Background: an optimization exercise with open tools, aiming at small area, a short achievable clock period and few clock cycles per item. Do not read the settings as production practice. The RTL was checked by simulation tests, not by an equivalence proof against the original design.

File: design/flow/run.sh
#!/bin/bash
# synth_recipe.tcl (not shown) runs the flow's synth.tcl, then flattens the netlist and writes it again
# the make line also repeats each setting of config.mk as NAME=value (left out here)
make -C /OpenROAD-flow-scripts/flow DESIGN_CONFIG=/design/flow/config.mk WORK_HOME=/design/flow/orfs CLKGATE_MAP_FILE= SYNTH_SCRIPT=/design/flow/synth_recipe.tcl finish
File: design/flow/config.mk
export PLATFORM = sky130hd
export DESIGN_NAME = dot
export DESIGN_NICKNAME = dot
export VERILOG_FILES = /design/flow/design.v
export SDC_FILE = /design/flow/constraint.sdc
export NUM_CORES = 4
export LEC_CHECK = 0
export CAP_MARGIN = 20
export CORE_MARGIN = 2
export CORE_UTILIZATION = 40
export SLEW_MARGIN = 20
File: design/flow/constraint.sdc
create_clock -name core_clock -period 16.0 [get_ports {clk}]
set_input_delay 3.2000 -clock core_clock [delete_from_list [all_inputs] [get_ports {clk}]]
set_output_delay 3.2000 -clock core_clock [all_outputs]
set_load 0.01 [all_outputs]
File: design/flow/design.v
module dot(input logic clk, input logic rst_n,
           output logic slave_waitrequest,
           input logic [3:0] slave_address,
           input logic slave_read, output logic [31:0] slave_readdata,
           input logic slave_write, input logic [31:0] slave_writedata,
           input logic master_waitrequest,
           output logic [31:0] master_address,
           output logic master_read, input logic [31:0] master_readdata, input logic master_readdatavalid,
           output logic master_write, output logic [31:0] master_writedata);
    logic done_dot, slave_waitrequest_out;
    logic [31:0] slave_readdata_out,
                 weight_addr, vector_addr, vector_length, start_indicator,
                 stored_weight_addr, stored_vector_addr, stored_vector_length;
    localparam logic [2:0] IDLE   = 3'b000;
    localparam logic [2:0] READ_W = 3'b001;       
    localparam logic [2:0] WAIT_W = 3'b010;
    localparam logic [2:0] READ_V = 3'b011;       
    localparam logic [2:0] WAIT_V = 3'b100;
    localparam logic [2:0] CALC   = 3'b101;       
    localparam logic [2:0] DONE   = 3'b110;
    logic start_dot, start_new_dot, master_read_out;
    logic [2:0] state;
    logic [31:0] master_address_out;
    logic signed [63:0] prod;
    logic [63:0] prod_rnd;
    logic [31:0] count, weight_val, sum, int_prod;
    assign slave_readdata = slave_readdata_out;
    assign slave_waitrequest = slave_waitrequest_out;
    always @(*) begin
        if (rst_n == 1'b0)
            slave_waitrequest_out = 1'b1;
        else
            if (state == READ_W || state == WAIT_W || state == READ_V || state == WAIT_V || state == CALC)
                slave_waitrequest_out = 1'b1;
            else
                slave_waitrequest_out = 1'b0;
    end
    always @(posedge clk)
        if (rst_n == 1'b0)
            slave_readdata_out <= 32'b0;
        else begin
            if (slave_read & (slave_address == 4'd0) & done_dot)
                slave_readdata_out <= sum;
            if (slave_write) begin
                if (slave_address == 4'd0) start_indicator <= slave_writedata;
                if (slave_address == 4'd2) weight_addr <= slave_writedata;
                if (slave_address == 4'd3) vector_addr <= slave_writedata;
                if (slave_address == 4'd5) vector_length <= slave_writedata;
            end
        end
    assign start_dot = slave_write && (slave_address == 4'd0);
    assign master_read = master_read_out;
    assign master_address = master_address_out;
    assign master_write = 1'b0;
    assign master_writedata = 32'b0;
    assign start_new_dot = (stored_weight_addr != weight_addr) || (stored_vector_addr != vector_addr) || (stored_vector_length != vector_length);
    assign prod = $signed(weight_val) * $signed(master_readdata);
    assign prod_rnd = prod + (prod[63] ? 64'd32767 : 64'd32768);
    assign int_prod = prod_rnd[47:16];
    always @(posedge clk)
        if (rst_n == 1'b0) begin
            state <= IDLE;
            master_read_out <= 1'b0;
            master_address_out <= 32'b0;
            done_dot <= 1'b0;
        end else
            case (state)
                IDLE: begin
                    done_dot <= 1'b0;
                    master_read_out <= 1'b0;
                    master_address_out <= 32'b0;
                    count <= 32'd0;
                    sum <= 32'd0;
                    if (start_dot) begin
                        stored_weight_addr <= weight_addr;
                        stored_vector_addr <= vector_addr;
                        stored_vector_length <= vector_length;
                        state <= READ_W;
                    end
                end
                READ_W: begin
                    if (count < stored_vector_length) begin
                        done_dot <= 1'b0;
                        master_read_out <= 1'b1;
                        master_address_out <= stored_weight_addr + (count * 4);
                        state <= WAIT_W;
                    end else begin
                        state <= DONE;
                        done_dot <= 1'b1;
                    end
                end
                WAIT_W: begin
                    done_dot <= 1'b0;
                    if (master_waitrequest == 1'b0) begin
                        master_read_out <= 1'b0;
                        state <= READ_V;
                    end
                end
                READ_V: begin
                    done_dot <= 1'b0;
                    if (master_readdatavalid == 1'b1) begin
                        master_read_out <= 1'b1;
                        master_address_out <= stored_vector_addr + (count * 4);
                        state <= WAIT_V;
                        weight_val <= master_readdata;     
                    end
                end
                WAIT_V: begin
                    done_dot <= 1'b0;
                    if (master_waitrequest == 1'b0) begin
                        master_read_out <= 1'b0;
                        state <= CALC;
                    end
                end
                CALC: begin
                    done_dot <= 1'b0;
                    if (master_readdatavalid == 1'b1) begin
                        master_read_out <= 1'b0;
                        sum <= sum + int_prod;
                        count <= count + 32'd1;
                        state <= READ_W;
                    end
                end
                DONE: begin
                    master_read_out <= 1'b0;
                    master_address_out <= 32'b0;
                    count <= 32'd0;
                    if (start_dot & start_new_dot) begin
                        sum <= 32'd0;
                        stored_weight_addr <= weight_addr;
                        stored_vector_addr <= vector_addr;
                        stored_vector_length <= vector_length;
                        state <= READ_W;
                        done_dot <= 1'b0;
                    end else
                        done_dot <= 1'b1;
                end
                default: begin
                    master_read_out <= 1'b0;
                    master_address_out <= 32'b0;
                    done_dot <= 1'b0;
                end
            endcase
endmodule
==> summary.md <==
| Metric | Value |
|---|---|
| Slew headroom | `35.2%` |
| Setup CP Type | `in2reg` |
| Routed len/inst | `19.3 microns` |
| Worst reg2reg setup slack | `2880 ps` |
| Worst setup slack after placement | `-523 ps` |
| Critical path data required time | `16450 ps` |
| Ranking of synthesized cells by area | `fa_1 (40%), edfxtp_1 (16%), inv_1 (7.7%)` |
| Clock sink count | `357` |
| DRC viols | `0` |
| Critical path arrival | `15740 ps` |
| Buffers on Ports | `139` |
| Sequential cell area | `0.0100 sq mm` |
| Via-to-Cell Ratio | `5.06` |
| RePlAce Congestion | `0.900` |
| Htree depth | `2` |
| Outcome | `no timing/DRC/antenna violations` |
| GRT Resource Usage Total | `21.3%` |
| Syn-to-layout area delta | `10.8%` |
| Syn_area_per_cell | `9.94 sq um` |
| Async SR Flop Fraction | `0%` |
| Grt ovf | `0` |
| Count of cell types in the netlist | `87` |
| Register area share after synthesis | `18.5%` |
| Chip height | `372 microns` |
| Met1 Use GR | `27.7%` |
| Fmax | `0.0654 GHz` |
| Busiest layer in global routing | `met2` |
| Width of the chip | `372 microns` |
| Worst setup margin | `705 ps` |
| RSZ-0062 raised after global routing | `no` |
| Layout fillers | `12700` |
| CP Capture Type | `flop` |
| R2r worst-path depth | `48` |
| Crit-path slowest cell | `fa_1` |
| M3 GR Usage | `2.41%` |
| Dominant synthesized flop cell | `edfxtp_1` |
| Peak fanout along the critical path | `22` |
| RR Endpoint | `sum[31]` |
| Largest net degree at the start of global routing | `78` |
| Pre-Repair DR Iteration Count | `6` |
| Post-synth top cells | `inv_1 (1111), fa_1 (1084), nand2_1 (756)` |
| Yosys reg bits | `357` |
| Vias in the first global route | `40000` |
| Final Hold Viols | `0` |
| Skew final | `35.4 ps` |
| Max Cap Viol | `0` |
| DR vias | `37300` |
| CTS Hold Bufs | `0` |
| Leading area contributor after synthesis | `fa_1` |
| Die footprint | `0.138 sq mm` |
| Yosys top cell area share | `40.1%` |
| Fin crit share | `95.6%` |
| Cells after DPL | `7292` |
| Initial antenna violation count | `0` |
| Drt total wl | `143000 microns` |
| FP Rows | `134` |
| Total CTS buffers | `41` |
| Nets | `7008` |
| Clock root buffer | `clkbuf_16` |
| Post-DRT Antenna Nets | `0` |
| CP dominant cell by count | `fa_1` |
| Synth warn | `1` |
| Critical path startpoint | `master_readdata[8]` |
| DR iter-0 viols | `2157` |
| Slowest cell delay on critical path | `640 ps` |
| Worst Tran Pin Value | `972 ps` |
| Worst r2r src | `weight_val[31]` |
| Clock slew at reported path FFs | `60 ps` |
| Clk latency of the worst-skew pair | `600 ps` |
| Multi-input combinational cell area | `0.0389 sq mm` |
| HPWL after DPL | `117000 microns` |
| Longest Clk Path Bufs | `3` |
| TritonCTS clock tree | `built` |
| Setup-failing EPs final | `0` |
| EDFF count, synth | `288` |
| GR Util met2 | `37.7%` |
| Boundary pin count | `173` |
| Cell Area, Synth | `0.0541 sq mm` |
| Tmin final | `15300 ps` |
| Fraction of layout cells with a size suffix above 1 | `5.96%` |
| First-pass GRT wire length | `228000 microns` |
| Cells after Synth | `5443` |
| Initial core utilization | `40.4%` |
| Hold Crit Class | `reg2reg` |
| Most numerous cell in the Yosys netlist | `inv_1` |
| CP startpoint kind | `input port` |
| Crit path to | `sum[31]` |
| Final max-slew violation count | `0` |
| Core area | `0.134 sq mm` |
| Final cell count without fillers | `7369` |
[worst max-delay path: cells and delay by family]
kind | cells | cell delay (ps)
fa+ha+maj | 11 | 4900
compound gates | 17 | 4220
simple gates | 9 | 1580
buf+inv | 10 | 1430
xor+xnor | 2 | 340
[what timing repair did]
item,in CTS,in global routing
buffers inserted,0,0
resized for setup,0,12
endpoints found under the setup margin,0,12
[layout by cell type (no fill, tap or decap), drive strengths merged, types with 31 or more instances in the layout]
cell,n
nor2b,31
ha,283
clkdlybuf4s50,138
fa,1084
nor3,37
nand2,756
xnor2,106
dfxtp,69
buf,189
a21boi,59
nand3,46
nand4,36
conb,33
or3,36
xor2,143
clkbuf,46
nor2,144
inv,1114
a21oi,93
o21ai,65
and2,412
edfxtp,288
a21o,58
[routing by layer]
metal | vias up | wire length [microns]
li1 | 16800 | -
met1 | 19400 | 59900
met2 | 835 | 73200
met3 | 191 | 6120
met4 | 0 | 3250
met5 | - | 0
[worst min path at each step]
stage / start / end / slack (ps) / cells after the start
global route: vector_length[18] / stored_vector_length[18] / 460 / 0
finish: vector_length[8] / stored_vector_length[8] / 450 / 0
global placement: vector_length[14] / stored_vector_length[14] / 450 / 0
detailed placement: vector_length[12] / stored_vector_length[12] / 460 / 0
floorplan: vector_addr[10] / stored_vector_addr[10] / 450 / 0
CTS: vector_length[18] / stored_vector_length[18] / 450 / 0
[area by class of cell]
type / count / share of cell area, %
Inverter: 1111 / 6.96
Multi-Input combinational cell: 3729 / 65.0
Timing Repair Buffer: 327 / 5.27
Clock buffer: 46 / 1.76
Clock inverter: 30 / 0.612
Antenna cell: 1 / 0.00418
Tap cell: 1768 / 3.69
Sequential cell: 357 / 16.7
[per-stage QoR]
stage / setup TNS, ps / area, sq um / util [%] / hold WS (ps)
floorplan: 0 / 54200 / - / 447
global placement: -2090 / 58500 / 43.7 / 450
detailed placement: -2850 / 58500 / 43.7 / 455
CTS: 0 / 59900 / 44.8 / 450
global route: 0 / 59900 / 44.8 / 462
finish: 0 / 59900 / 44.8 / 454
[cells by family (layout without fill, tap and decap cells)]
group                    Yosys count  after routing  share of synthesized area [%]
other                              1             34                        0.00693
multiplexers                      41             41                          0.828
flip-flops                       357            357                           18.5
AND/OR/NAND/NOR                 1616           1616                           14.6
XOR/XNOR                         249            249                           4.05
adder cells (fa/ha/maj)         1367           1367                           46.7
buffers and inverters           1389           1514                           9.88
AO/OA/AOI/OAI                    423            423                           5.47
Testbench counts, summed over its fixed seeds: cycles 157,488, macs 16,346.

[afterwards: timing with drivers on the ports]
In the flow no input, the clock included, has a driving cell. The finished layout below was timed again as built, in two steps.
Step 1, drivers: a clkbuf_16 drives clk and a buf_2 each remaining input, both assumed.
Step 2 adds t to the input delays and takes it off the output delays; t is the mean of the earliest and latest rising clock arrival at the registers after step 1. Input paths then give back, and output paths get back, about the clock's delay inside the block.
Slacks: ideal ports / drivers / drivers and shift; pairs: ideal ports / drivers.
t (ns): 0.648
setup WS [ns]: 0.705 / 0.745 / 0.097
cell pins on the clock port's net: 1
After both steps setup and hold are still met in this run. For this run, drivers alone change the setup slack by +0.040 ns; drivers and shift together by -0.608 ns.
